What follows belongs to an exercise in optimizing a design on an open flow for small area, a short achievable clock period and few clock cycles per item; a production flow would make more cautious choices. In this exercise RTL edits were held to simulation tests only and were not proved equivalent to the original.

==> v15 <==
## SequentialNonrestoringDivider128Bit
module SequentialNonrestoringDivider128Bit(
    input [127:0] dividend_q,
    input [127:0] divisor_m,
    input clk,
	 input reset_n,
    output [127:0] quotient,
	 output [127:0] remainder,
	 output done
    );
==> module BlockA, before the edit <==
module BlockA(
	input a,
	input b,
	input c_in,
	output s,
	output g,
	output p
	);
assign s = a ^ b ^ c_in;
assign g = a & b;
assign p = a | b;
endmodule
==> module BlockB, before the edit <==
module BlockB(
	input c_in,
	input G_ij,
	input G_jk,
	input P_ij,
	input P_jk,
	output c_pass,
	output c_out,
	output G_out,
	output P_out
	);
assign G_out = G_jk | (P_jk & G_ij);
assign P_out = P_jk & P_ij;
assign c_pass = c_in;
assign c_out = G_ij | (P_ij & c_in);
endmodule
==> module EightBitAdder, before the edit <==
module EightBitAdder(
    input [7:0] a,
    input [7:0] b,
	 input carry_in,
    output [7:0] s,
    output carry_out
    );
		wire c [0:14];
		wire g [0:14];
		wire p [0:14];
		assign c[14] = carry_in;
		assign carry_out = g[14]|(p[14]&carry_in);
		generate
		genvar i;
			for(i = 0; i<8; i = i+1)
			begin: Block_Generator
				BlockA A(
					.a(a[i]),
					.b(b[i]),
					.s(s[i]),
					.g(g[i]),
					.p(p[i]),
					.c_in(c[i])
					);
				if	(i < 7)
					BlockB B(
						.c_in(c[i+8]),
						.c_pass(c[2*i]),
						.c_out(c[2*i+1]),
						.G_ij(g[2*i]),
						.G_jk(g[2*i+1]),
						.G_out(g[i+8]),
						.P_ij(p[2*i]),
						.P_jk(p[2*i+1]),
						.P_out(p[i+8])
						);
			end
		endgenerate
endmodule
==> module AddSubCLA129Bits, before the edit <==
module AddSubCLA129Bits(
		input [128:0] a,
		input [128:0] b,
		input add_sub,
		output [128:0] s,
		output carry_out
		);
		wire c [0:254];
		wire g [0:254];
		wire p [0:254];
		wire b_add_sub [128:0];
		wire [1:0] g_con, p_con;
		wire c_con;
		assign carry_out = (g_con[1]|(p_con[1]&add_sub))^add_sub;
		generate
		genvar i;
			for(i = 0; i<129; i = i+1)
			begin: Block_Generator
				if (i < 128)
					BlockA A(
						.a(a[i]),
						.b(b_add_sub[i]),
						.s(s[i]),
						.g(g[i]),
						.p(p[i]),
						.c_in(c[i])
						);
				if	(i < 127)
					BlockB B(
						.c_in(c[i+128]),
						.c_pass(c[2*i]),
						.c_out(c[2*i+1]),
						.G_ij(g[2*i]),
						.G_jk(g[2*i+1]),
						.G_out(g[i+128]),
						.P_ij(p[2*i]),
						.P_jk(p[2*i+1]),
						.P_out(p[i+128])
						);
				assign b_add_sub[i] = b[i]^add_sub;
			end
		endgenerate
		BlockA LastBit_A(
			.a(a[128]),
			.b(b_add_sub[128]),
			.s(s[128]),
			.g(g_con[0]),
			.p(p_con[0]),
			.c_in(c_con)
			);
		BlockB B_08(
			.c_in(add_sub),
			.c_pass(c[254]),
			.c_out(c_con),
			.G_ij(g[254]),
			.G_jk(g_con[0]),
			.G_out(g_con[1]),
			.P_ij(p[254]),
			.P_jk(p_con[0]),
			.P_out(p_con[1])
			);
endmodule
==> module SequentialNonrestoringDivider128Bit, before the edit <==
module SequentialNonrestoringDivider128Bit(
    input [127:0] dividend_q,
    input [127:0] divisor_m,
    input clk,
	 input reset_n,
    output [127:0] quotient,
	 output [127:0] remainder,
	 output done
    );
	parameter [2:0] 	START = 3'b000,
							SHIFT = 3'b001,
							ACCUM = 3'b010,
							FIX_REMAINDER = 3'b011,
							DONE = 3'b100;
	reg [2:0] state;
	reg [7:0] count;
	reg [127:0] q_shift;
	reg [129:0] a_shift;
	reg add_sub_control;
	wire [129:0] add_sub_out;
	wire [7:0] count_plusone;
	EightBitAdder count_inc (
		.a(count),
		.b(8'b0),
		.carry_in(1'b1),
		.s(count_plusone),
		.carry_out()
		);
	wire add_sub_carry;
	AddSubCLA129Bits add_sub (
		.a(a_shift[128:0]), 
		.b({1'b0, divisor_m}), 
		.add_sub(add_sub_control), 
		.s(add_sub_out[128:0]), 
		.carry_out(add_sub_carry)
		);
	assign add_sub_out[129] = a_shift[129] ^ add_sub_carry;
	always @(posedge clk or negedge reset_n)
	begin
		if (!reset_n) 
			state <= START;
		else
		begin
			case (state)
				START: 			begin
									q_shift <= dividend_q;
									a_shift <= 130'h0;
									add_sub_control <= 1;
									count <= 8'h00;
									state <= SHIFT;
									end
				SHIFT: 			begin
									count <= count + 1;
									{a_shift, q_shift} <= {a_shift[128:0], q_shift, 1'b0};
									state <= ACCUM;
									end
				ACCUM:			begin
									a_shift <= add_sub_out[129:0];
									if (add_sub_out[129])
										begin
										add_sub_control <= 0;
										q_shift[0] <= 0;
										end
									else
										begin
										add_sub_control <= 1;
										q_shift[0] <= 1;
										end
									state <= (count == 8'b10000000)? FIX_REMAINDER : SHIFT;
									end
				FIX_REMAINDER:	begin
									if (a_shift[129])
										begin
										add_sub_control <= 0;
										a_shift <= add_sub_out[129:0];
										state <= FIX_REMAINDER;
										end
									else
										begin
										state <= DONE;
										end
									end
				DONE:				begin
									state <= DONE;
									end
			endcase
		end
	end
	assign done = state[2];
	assign quotient = q_shift;
	assign remainder = a_shift[127:0];
endmodule
export LEC_CHECK = 0
export CAP_MARGIN = 20
export CORE_MARGIN = 2
export CORE_UTILIZATION = 40
export SLEW_MARGIN = 20
create_clock -name core_clock -period 5.5 [get_ports {clk}]
run.sh (not shown) runs the stock make flow with config.mk's settings and CLKGATE_MAP_FILE= SYNTH_SCRIPT=/design/flow/synth_recipe.tcl, a recipe that flattens the netlist after the stock synthesis.
==> inputs of v32, as changes to v15 <==
==> flow/design.v (replaced) <==
`timescale 1ns / 1ps
module SequentialNonrestoringDivider128Bit(
    input  [127:0] dividend_q,
    input  [127:0] divisor_m,
    input          clk,
    input          reset_n,
    output [127:0] quotient,
    output [127:0] remainder,
    output         done
    );
    reg [127:0] r;       
    reg [127:0] q;       
    reg [7:0]   cnt;     
    reg         skip;    
    wire [15:0] nz;
    wire [15:0] hi;
    genvar k;
    generate
        for (k = 0; k < 16; k = k + 1) begin : g_nz
            assign nz[k] = |divisor_m[8*k+7:8*k];
        end
        for (k = 0; k < 16; k = k + 1) begin : g_hi
            if (k == 15) begin : g_top
                assign hi[k] = 1'b0;
            end else begin : g_or
                assign hi[k] = |nz[15:k+1];
            end
        end
    endgenerate
    wire [128:0] diff = {r, q[127]} - {1'b0, divisor_m};
    wire         qbit = ~diff[128];
    always @(posedge clk or negedge reset_n) begin
        if (!reset_n)
            cnt <= 8'd0;
        else if (!cnt[7])
            cnt <= skip ? cnt + 8'd8 : cnt + 8'd1;
    end
    always @(posedge clk) begin
        if (!reset_n) begin
            r    <= 128'd0;
            q    <= dividend_q;
            skip <= hi[0];
        end else if (!cnt[7]) begin
            if (skip) begin
                {r, q} <= {r[119:0], q, 8'd0};
                skip   <= hi[cnt[6:3] + 4'd1];
            end else begin
                r    <= qbit ? diff[127:0] : {r[126:0], q[127]};
                q    <= {q[126:0], qbit};
                skip <= 1'b0;
            end
        end
    end
    assign done      = cnt[7];
    assign quotient  = q;
    assign remainder = r;
endmodule
- ABC_CLOCK_PERIOD_IN_PS: unset -> 2500
- CORE_UTILIZATION: 40 -> 60
- SETUP_SLACK_MARGIN: unset -> 2.5
==> summary of the runs <==
- v32 never finished: it broke off in global routing (5_1_grt) (GRT-0116). v15 finished clean.
- Synthesized area: v15 is lower than v32 (about 7%).
- Against v32, the synthesized cell count of v15 is lower by about 26%.
==> figures <==
quantity                                                                             v32        v15
Part of the Yosys area used for sequential elements                                0.290      0.379
Average instance area after synthesis                                           7.58 um2   9.49 um2
Total CTS buffers                                                                     31         36
Number of H-tree levels                                                                1          2
Effective utilization at floorplan                                                 0.608      0.406
Number of standard-cell rows in the floorplan                                         71         84
Horiz. Die Dim                                                                    199 um     235 um
Net count after synthesis                                                           3410       2832
Area of the mapped netlist                                                     22900 um2  21400 um2
Count of flip-flops with a built-in enable after synthesis                           129        267
Status                                                         aborted with a tool error  timing/DRC/antenna clean
Last stage reached                                              global routing (5_1_grt)          -
Share of synthesized cell area in and, or, nand and nor gates                      0.185      0.118
Yosys warns                                                                            1          3
FFs w/ async S/R, synth                                                           0.0302     0.0111
Area share of the largest cell type after synthesis                                0.169      0.375
Synthesized flop and latch total                                                     265        270
Clk sink count                                                                       265        270
Die boundary height                                                               199 um     235 um
Testbench counts of v15, summed over its fixed seeds: cycles 99,650, items 384.
Testbench counts of v32, summed over its fixed seeds: cycles 29,684, items 384.

afterwards: timing with drivers on the ports:
No port has a modelled driver above. Below, the same layout with a new extraction and two added sets of constraints.
Step 1 (the two cells are an assumption about what drives the block):
set clk [get_ports {clk}]
set_driving_cell -lib_cell sky130_fd_sc_hd__clkbuf_16 $clk
set_driving_cell -lib_cell sky130_fd_sc_hd__buf_2 [delete_from_list [all_inputs] $clk]
Step 2, shift: input delay + t, output delay - t, t = (earliest + latest rising clock arrival at the registers) / 2. This alone moves slack from input paths to output paths.
Slacks: no drivers / after step 1 / after step 2; pairs: no drivers / after step 1.
run: v15
t, ns: 0.593
slack for setup (ns): 0.323 / 0.357 / -0.235
hold slack, ns: 0.535 / 0.535 / 0.535
cell pins on the clock port's net: 1
Met with ideal ports but missed after step 2: setup timing in v15. For v15, drivers alone change the setup slack by +0.034 ns; drivers and shift together by -0.558 ns.
